This design comes from an exercise in tuning for small area and a short achievable clock period on the open sky130 flow, not from production work.
In this exercise RTL edits were held to simulation tests only and were not proved equivalent to the original.
Power and IR drop assume default switching activity.

Design fpu, start of the top module:
module fpu (
    input  wire        clk,
    input  wire        rst_n,
    input  wire [31:0] rs1_data,
    input  wire [31:0] rs2_data,
    input  wire [31:0] rs3_data,
    input  wire [6:0]  funct7,
    input  wire [2:0]  funct3,
    input  wire        fp_op,
    input  wire [2:0]  frm,
    output reg  [31:0] result,
    output wire [4:0]  flags,
    output wire        ready,
    output wire [2:0]  latency
);
Size in the first run: about 570 flip-flops, about 43000 sq um of cells after synthesis.
export LEC_CHECK = 0
export ABC_AREA = 1
export CAP_MARGIN = 20
export CORE_MARGIN = 2
export CORE_UTILIZATION = 60
export CTS_CLUSTER_SIZE = 30
export SETUP_SLACK_MARGIN = 4.5
export SLEW_MARGIN = 20
create_clock -name core_clock -period 8.5 [get_ports {clk}]
run.sh (not shown) runs the stock make flow with config.mk's settings and CLKGATE_MAP_FILE= SYNTH_SCRIPT=/design/flow/synth_recipe.tcl, a recipe that flattens the netlist after the stock synthesis.
Rerun with:
--- a/flow/design.v
+++ b/flow/design.v
@@ -641,21 +641,21 @@
   wire t85 = rows[44] ^ rows[92] ^ rows[140];
   wire t86 = (rows[44] & rows[92]) | (rows[44] & rows[140]) | (rows[92] & rows[140]);
   wire t87 = rows[45] ^ rows[93] ^ rows[141];
   wire t88 = (rows[45] & rows[93]) | (rows[45] & rows[141]) | (rows[93] & rows[141]);
   wire t89 = rows[46] ^ rows[94] ^ rows[142];
   wire t90 = (rows[46] & rows[94]) | (rows[46] & rows[142]) | (rows[94] & rows[142]);
   wire t91 = rows[47] ^ rows[95] ^ rows[143];
   wire t92 = (rows[47] & rows[95]) | (rows[47] & rows[143]) | (rows[95] & rows[143]);
   wire [47:0] r0 = {t91, t89, t87, t85, t83, t81, t79, t77, t75, t73, t71, t69, t67, t65, t63, t61, t59, t57, t55, t53, t51, t49, t47, t45, t43, t41, t39, t37, t35, t33, t31, t29, t27, t25, t23, t21, t19, t17, t15, t13, t11, t9, t7, t5, t3, t1, rows[1], rows[0]};
   wire [47:0] r1 = {t90, t88, t86, t84, t82, t80, t78, t76, t74, t72, t70, t68, t66, t64, t62, t60, t58, t56, t54, t52, t50, t48, t46, t44, t42, t40, t38, t36, t34, t32, t30, t28, t26, t24, t22, t20, t18, t16, t14, t12, t10, t8, t6, t4, t2, rows[98], 1'b0, rows[48]};
-  assign p = r0 + r1;
+  fpu_pfx_add #(.N(48)) cpa (.a(r0), .b(r1), .s(p));
 endmodule
 module fpu_booth_enc (
     input  wire [23:0] b,
     output wire [36:0] benc
 );
   wire [26:0] ye = {2'b00, b, 1'b0};
   wire [11:0] one, two, neg;
   genvar j;
   generate for (j = 0; j < 12; j = j + 1) begin : enc
     assign one[j] = ye[2*j+1] ^ ye[2*j];
@@ -664,50 +664,78 @@
   end endgenerate
   assign benc = {b[23], neg, two, one};
 endmodule
 module fpu_adder (
     input  wire [47:0] a,
     input  wire [47:0] b,
     input  wire        sub,
     output wire [48:0] sum,
     output wire        neg
 );
-    wire [47:0] bb = sub ? ~b : b;
-    wire [47:0] t  = a ^ bb;
+    wire [47:0] x  = a ^ b;
+    wire [47:0] t  = x ^ {48{sub}};          
+    wire [47:0] g0 = a & (b ^ {48{sub}});    
     wire [47:0] gl [0:6];
     wire [47:0] pl [0:6];
-    assign gl[0] = a & bb;
+    assign gl[0] = g0;
     assign pl[0] = t;
     genvar l, i;
     generate
         for (l = 0; l < 6; l = l + 1) begin : lvl
             for (i = 0; i < 48; i = i + 1) begin : bit_
                 if ((i >> l) & 1) begin : comb
                     localparam integer J = ((i >> l) << l) - 1;
                     assign gl[l+1][i] = gl[l][i] | (pl[l][i] & gl[l][J]);
                     assign pl[l+1][i] = pl[l][i] & pl[l][J];
                 end else begin : pass
                     assign gl[l+1][i] = gl[l][i];
                     assign pl[l+1][i] = pl[l][i];
                 end
             end
         end
     endgenerate
     wire [47:0] G = gl[6];
     wire [47:0] P = pl[6];
     wire gall = G[47];
     wire pall = P[47];
-    wire cin = sub & gall;
-    wire [47:0] c = {G[46:0] | (P[46:0] & {47{cin}}), cin};
-    wire inv = sub & ~gall;
-    assign sum = {~sub & gall, t ^ c ^ {48{inv}}};
-    assign neg = inv & ~pall;
+    wire eac  = sub & gall;                   
+    wire [47:0] Gm = {G[46:0], 1'b0};
+    wire [47:0] Pm = {P[46:0], 1'b1};
+    wire [47:0] k  = eac ? ~(Gm | Pm) : Gm;
+    assign sum = {~sub & gall, x ^ k};
+    assign neg = sub & ~gall & ~pall;
+endmodule
+module fpu_pfx_add #(parameter N = 48, parameter L = 6) (
+    input  wire [N-1:0] a,
+    input  wire [N-1:0] b,
+    output wire [N-1:0] s
+);
+    wire [N-1:0] gl [0:L];
+    wire [N-1:0] pl [0:L];
+    assign gl[0] = a & b;
+    assign pl[0] = a ^ b;
+    genvar l, i;
+    generate
+        for (l = 0; l < L; l = l + 1) begin : lvl
+            for (i = 0; i < N; i = i + 1) begin : b_
+                if ((i >> l) & 1) begin : c
+                    localparam integer J = ((i >> l) << l) - 1;
+                    assign gl[l+1][i] = gl[l][i] | (pl[l][i] & gl[l][J]);
+                    assign pl[l+1][i] = pl[l][i] & pl[l][J];
+                end else begin : p
+                    assign gl[l+1][i] = gl[l][i];
+                    assign pl[l+1][i] = pl[l][i];
+                end
+            end
+        end
+    endgenerate
+    assign s = pl[0] ^ {gl[L][N-2:0], 1'b0};
 endmodule
 module fpu_lza (
     input  wire [47:0] a,
     input  wire [47:0] b,
     output wire [5:0]  count
 );
     wire [47:0] p = a ^ b;
     wire [47:0] g = a & b;
     wire [47:0] k = ~a & ~b;
     wire [47:0] pp1 = {1'b1, p[47:1]};
The changed run passed the timing, DRC and antenna checks.
Worst setup slack gets worse by 30 ps.
Fmax came out lower by 0.74%.
Synthesized area came out higher by 0.81%.
Non-clock buffer count falls by 8.
Core utilization fell by 0.16 points.
Power shrinks by 4.7%.
Routed wire length drops by 1.8%.

========
## the previous run
Another version of the RTL of fpu (not shown whole).
For scale: roughly 5,800 cells after synthesis, ~550 flip-flops, ~150 I/O pins, ~0.041 mm^2 of cells after synthesis.
## fpu
module fpu (
    input  wire        clk,
    input  wire        rst_n,
    input  wire [31:0] rs1_data,
    input  wire [31:0] rs2_data,
    input  wire [31:0] rs3_data,
    input  wire [6:0]  funct7,
    input  wire [2:0]  funct3,
    input  wire        fp_op,
    input  wire [2:0]  frm,
    output reg  [31:0] result,
    output wire [4:0]  flags,
    output wire        ready,
    output wire [2:0]  latency
);
clock: 8.5 ns
lec_check: 0
abc_area: 1
cap_margin: 20
core_margin: 2
core_utilization: 60
cts_cluster_size: 30
setup_slack_margin: 4.4
slew_margin: 20
Input changes introduced in the current run (baseline for comparison: the previous run):
diff --git a/flow/design.v b/flow/design.v
--- a/flow/design.v
+++ b/flow/design.v
@@ -813,27 +813,23 @@
     reg        es_2, sx_2, nan_2, inf_2, nv_2;
     reg [2:0]  rm_2;
     always @(posedge clk) begin
         rows_2 <= rows; mz_2 <= mz_1; d7_2 <= d7_d; re_2 <= re_d;
         es_2 <= es_1; sx_2 <= sx_1; nan_2 <= nan_1; inf_2 <= inf_1; nv_2 <= nv_1;
         rm_2 <= rm_1;
     end
     wire [47:0] prod;
     fpu_mul_b mul_b (.rows(rows_2), .p(prod));
-    wire [47:0] al_d = d7_2[6] ? 48'd0 : ({mz_2, 24'd0} >> d7_2[5:0]);
-    wire [23:0] orlo;                        
-    assign orlo[0] = mz_2[0];
-    genvar gi;
-    generate for (gi = 1; gi < 24; gi = gi + 1) begin : stk
-        assign orlo[gi] = orlo[gi-1] | mz_2[gi];
-    end endgenerate
-    wire [6:0] d49  = d7_2 - 7'd49;
-    wire       st_d = (d7_2 >= 7'd49) & ((d49 >= 7'd23) ? orlo[23] : orlo[d49[4:0]]);
+    wire [71:0] ext  = {mz_2, 48'd0};
+    wire [71:0] shft = ext >> d7_2;
+    wire [71:0] smsk = ext & ((72'd1 << d7_2) - 72'd1);
+    wire [47:0] al_d = shft[71:24];
+    wire        st_d = |smsk;
     reg [47:0] p_3, a_3;
     reg        st_3;
     reg [8:0]  re_3;
     reg        es_3, sx_3, nan_3, inf_3, nv_3;
     reg [2:0]  rm_3;
     always @(posedge clk) begin
         p_3 <= prod; a_3 <= al_d; st_3 <= st_d; re_3 <= re_2;
         es_3 <= es_2; sx_3 <= sx_2; nan_3 <= nan_2; inf_3 <= inf_2; nv_3 <= nv_2;
         rm_3 <= rm_2;
==> results.txt <==
The setup slack of the current run is larger than that of the previous run. The utilization was comparable across the current run and the previous run. The current run against the previous run: placed instance count has increased, pre-CTS setup slack shows a reduction of 0.37 ns, multi-input gate area in the final layout higher, cell-internal power down about 1.5%. The current run: worst max-slew margin expressed relative to the limit higher than the previous run. The current run gives less post-route clock period utilization than the previous run did. Compared with the previous run, the current run shows a area of the die that is about 2.5% higher. Proportion of power drawn by the clock network (lower): the current run.

========
## oak
fpu, a different RTL version from the one above (not shown whole).
Size in the first run: roughly 550 flip-flops, ~150 I/O pins, ~42,000 um^2 of cells after synthesis.
Settings: LEC_CHECK=0, ABC_AREA=1, CAP_MARGIN=20, CORE_MARGIN=2, CORE_UTILIZATION=60, CTS_CLUSTER_SIZE=30, SETUP_SLACK_MARGIN=4.3, SLEW_MARGIN=20; clock period 8.5 ns.
oak completed every stage of the flow, and the final layout passed the timing, DRC and antenna checks.
Inputs modified between oak and cedar:
diff --git a/flow/design.v b/flow/design.v
--- a/flow/design.v
+++ b/flow/design.v
@@ -650,18 +650,21 @@
             exp_out = exp_in;
         end
     end
 endmodule
 module fpu_rounder (
     input  wire [23:0] mant,      
+    input  wire [7:0]  exp_in,
+    input  wire        of5,       
     input  wire        g,         
     input  wire        rs,        
     input  wire        sign,
     input  wire [2:0]  rm,
     output wire [22:0] mant_out,
-    output wire        carry      
+    output wire [7:0]  exp_out,
+    output wire        of
 );
     wire lsb = mant[0];
     reg  rup;
     always @(*) begin
         case (rm)
             3'b000:  rup = g & (rs | lsb);
@@ -670,31 +673,29 @@
             3'b100:  rup = g;
             default: rup = 1'b0;
         endcase
     end
     wire [23:0] inc = mant + 24'd1;
     assign mant_out = rup ? inc[22:0] : mant[22:0];
-    assign carry    = rup & (&mant);
+    assign exp_out  = exp_in + {7'd0, rup & (&mant)};
+    assign of       = of5 | (exp_out == 8'hFF);
 endmodule
 module fpu_pack (
     input  wire [22:0] mant,
-    input  wire [7:0]  exp_in,    
-    input  wire        carry,     
-    input  wire        of5,       
+    input  wire [7:0]  exp_in,
+    input  wire        of,
     input  wire        uf5,
     input  wire        nx,        
     input  wire        sign,
     input  wire [2:0]  rm,
     input  wire        any_nan,
     input  wire        any_inf,
     input  wire        nv,
     output reg  [31:0] result,
     output wire [3:0]  flags      
 );
-    wire [7:0] er = exp_in + {7'd0, carry};
-    wire       of = of5 | (er == 8'hFF);
     always @(*) begin
         if (any_nan)
             result = 32'h7FC00000;
         else if (any_inf)
             result = {sign, 8'hFF, 23'd0};
         else if (of) begin
@@ -705,13 +706,13 @@
                 default: result = {sign, 31'h7F800000};
             endcase
         end
         else if (uf5)
             result = {sign, 31'd0};
         else
-            result = {sign, er, mant};
+            result = {sign, exp_in, mant};
     end
     assign flags = {nv, of, uf5, nx | of | uf5};
 endmodule
 module fpu (
     input  wire        clk,
     input  wire        rst_n,
@@ -857,28 +858,29 @@
     wire [8:0]  ne_d;
     fpu_norm_shift norm (.sum(s_4), .lza(lza_4), .es(es_4), .exp_in(re_4),
                          .mant(m_d), .exp_out(ne_d));
     wire of5_d = (ne_d >= 9'd255);
     wire uf5_d = ne_d[8] | (ne_d == 9'd0);
     wire [22:0] mr_d;
-    wire        cy_d;
-    fpu_rounder rnd (.mant(m_d),
+    wire [7:0]  er_d;
+    wire        of_d;
+    fpu_rounder rnd (.mant(m_d), .exp_in(ne_d[7:0]), .of5(of5_d),
                      .g(s_4[2]), .rs(s_4[1] | s_4[0] | st_4), .sign(sg_4), .rm(rm_4),
-                     .mant_out(mr_d), .carry(cy_d));
+                     .mant_out(mr_d), .exp_out(er_d), .of(of_d));
     reg [22:0] mr_5;
-    reg [7:0]  ne_5;
-    reg        cy_5, of_5, uf_5, nx_5, sg_5, nan_5, inf_5, nv_5;
+    reg [7:0]  er_5;
+    reg        of_5, uf_5, nx_5, sg_5, nan_5, inf_5, nv_5;
     reg [2:0]  rm_5;
     always @(posedge clk) begin
-        mr_5 <= mr_d; ne_5 <= ne_d[7:0]; cy_5 <= cy_d; of_5 <= of5_d; uf_5 <= uf5_d;
+        mr_5 <= mr_d; er_5 <= er_d; of_5 <= of_d; uf_5 <= uf5_d;
         nx_5 <= s_4[2] | s_4[1] | s_4[0] | st_4;
         sg_5 <= sg_4; nan_5 <= nan_4; inf_5 <= inf_4; nv_5 <= nv_4; rm_5 <= rm_4;
     end
     wire [31:0] res_d;
     wire [3:0]  flg_d;
-    fpu_pack pack (.mant(mr_5), .exp_in(ne_5), .carry(cy_5), .of5(of_5), .uf5(uf_5), .nx(nx_5),
+    fpu_pack pack (.mant(mr_5), .exp_in(er_5), .of(of_5), .uf5(uf_5), .nx(nx_5),
                    .sign(sg_5), .rm(rm_5), .any_nan(nan_5), .any_inf(inf_5), .nv(nv_5),
                    .result(res_d), .flags(flg_d));
     reg [3:0] flg_6;
     always @(posedge clk) begin
         result <= res_d;
         flg_6  <= flg_d;
--- outcome ---
The final layout from cedar, which completed every stage, passed the timing, DRC and antenna checks at the end of the flow. Between cedar and oak, the worst setup slack before clock tree synthesis is higher for oak. cedar vs. oak: ratio of final minimum period to clock period down 0.30 points, die outline area down about 0.33%. There was hardly any difference in adder and majority cell fraction of the synthesized area between oak and cedar. Comparing cedar and oak, post-synthesis simple-gate area fraction is higher on oak. Diff oak -> cedar: maximum achievable frequency +about 0.6%, worst setup slack for register-to-register paths saw an increase. Fraction of area in multi-input gates in cedar is 0.26 points below oak. Delta (cedar minus oak): number of search-and-repair iterations in the first detailed-routing pass saw little to no change; portion of total power attributed to the clock network saw a decrease; part of the total power dissipated in combinational logic saw an increase. Status: flip-flop and latch count after synthesis parity (cedar, oak).

## separate check: timing with driven ports
How much do the figures lean on ideal ports? The routed layouts below were timed once more, with nothing changed but the port constraints.
Step 1, drivers: a clkbuf_16 drives clk and a buf_2 each remaining input, both assumed.
Step 2 also shifts input and output timing later by t, the mid clock arrival at the registers, as if the neighbouring blocks saw the same clock.
Three values: ideal, step 1, step 2; two values: the first two.
run	t (ns)	setup slack, ns	worst hold slack (ns)	pins driven straight from the clock port
the first run of note 1	0.704	4.395 / 4.361 / 4.153	0.319 / 0.319 / 0.319	1
the second run of note 1	0.712	4.365 / 4.334 / 4.150	0.317 / 0.317 / 0.317	1
the previous run	0.707	4.321 / 4.292 / 3.917	0.327 / 0.327 / 0.327	1
the current run	0.700	4.452 / 4.429 / 3.956	0.325 / 0.325 / 0.325	1
oak	0.712	4.331 / 4.331 / 3.864	0.324 / 0.324 / 0.324	1
cedar	0.707	4.356 / 4.348 / 3.915	0.320 / 0.320 / 0.320	1
After both steps setup and hold are still met in every run listed. The setup slack of the current run, which loses most, moves by -0.023 ns with the drivers and by -0.496 ns with both steps.
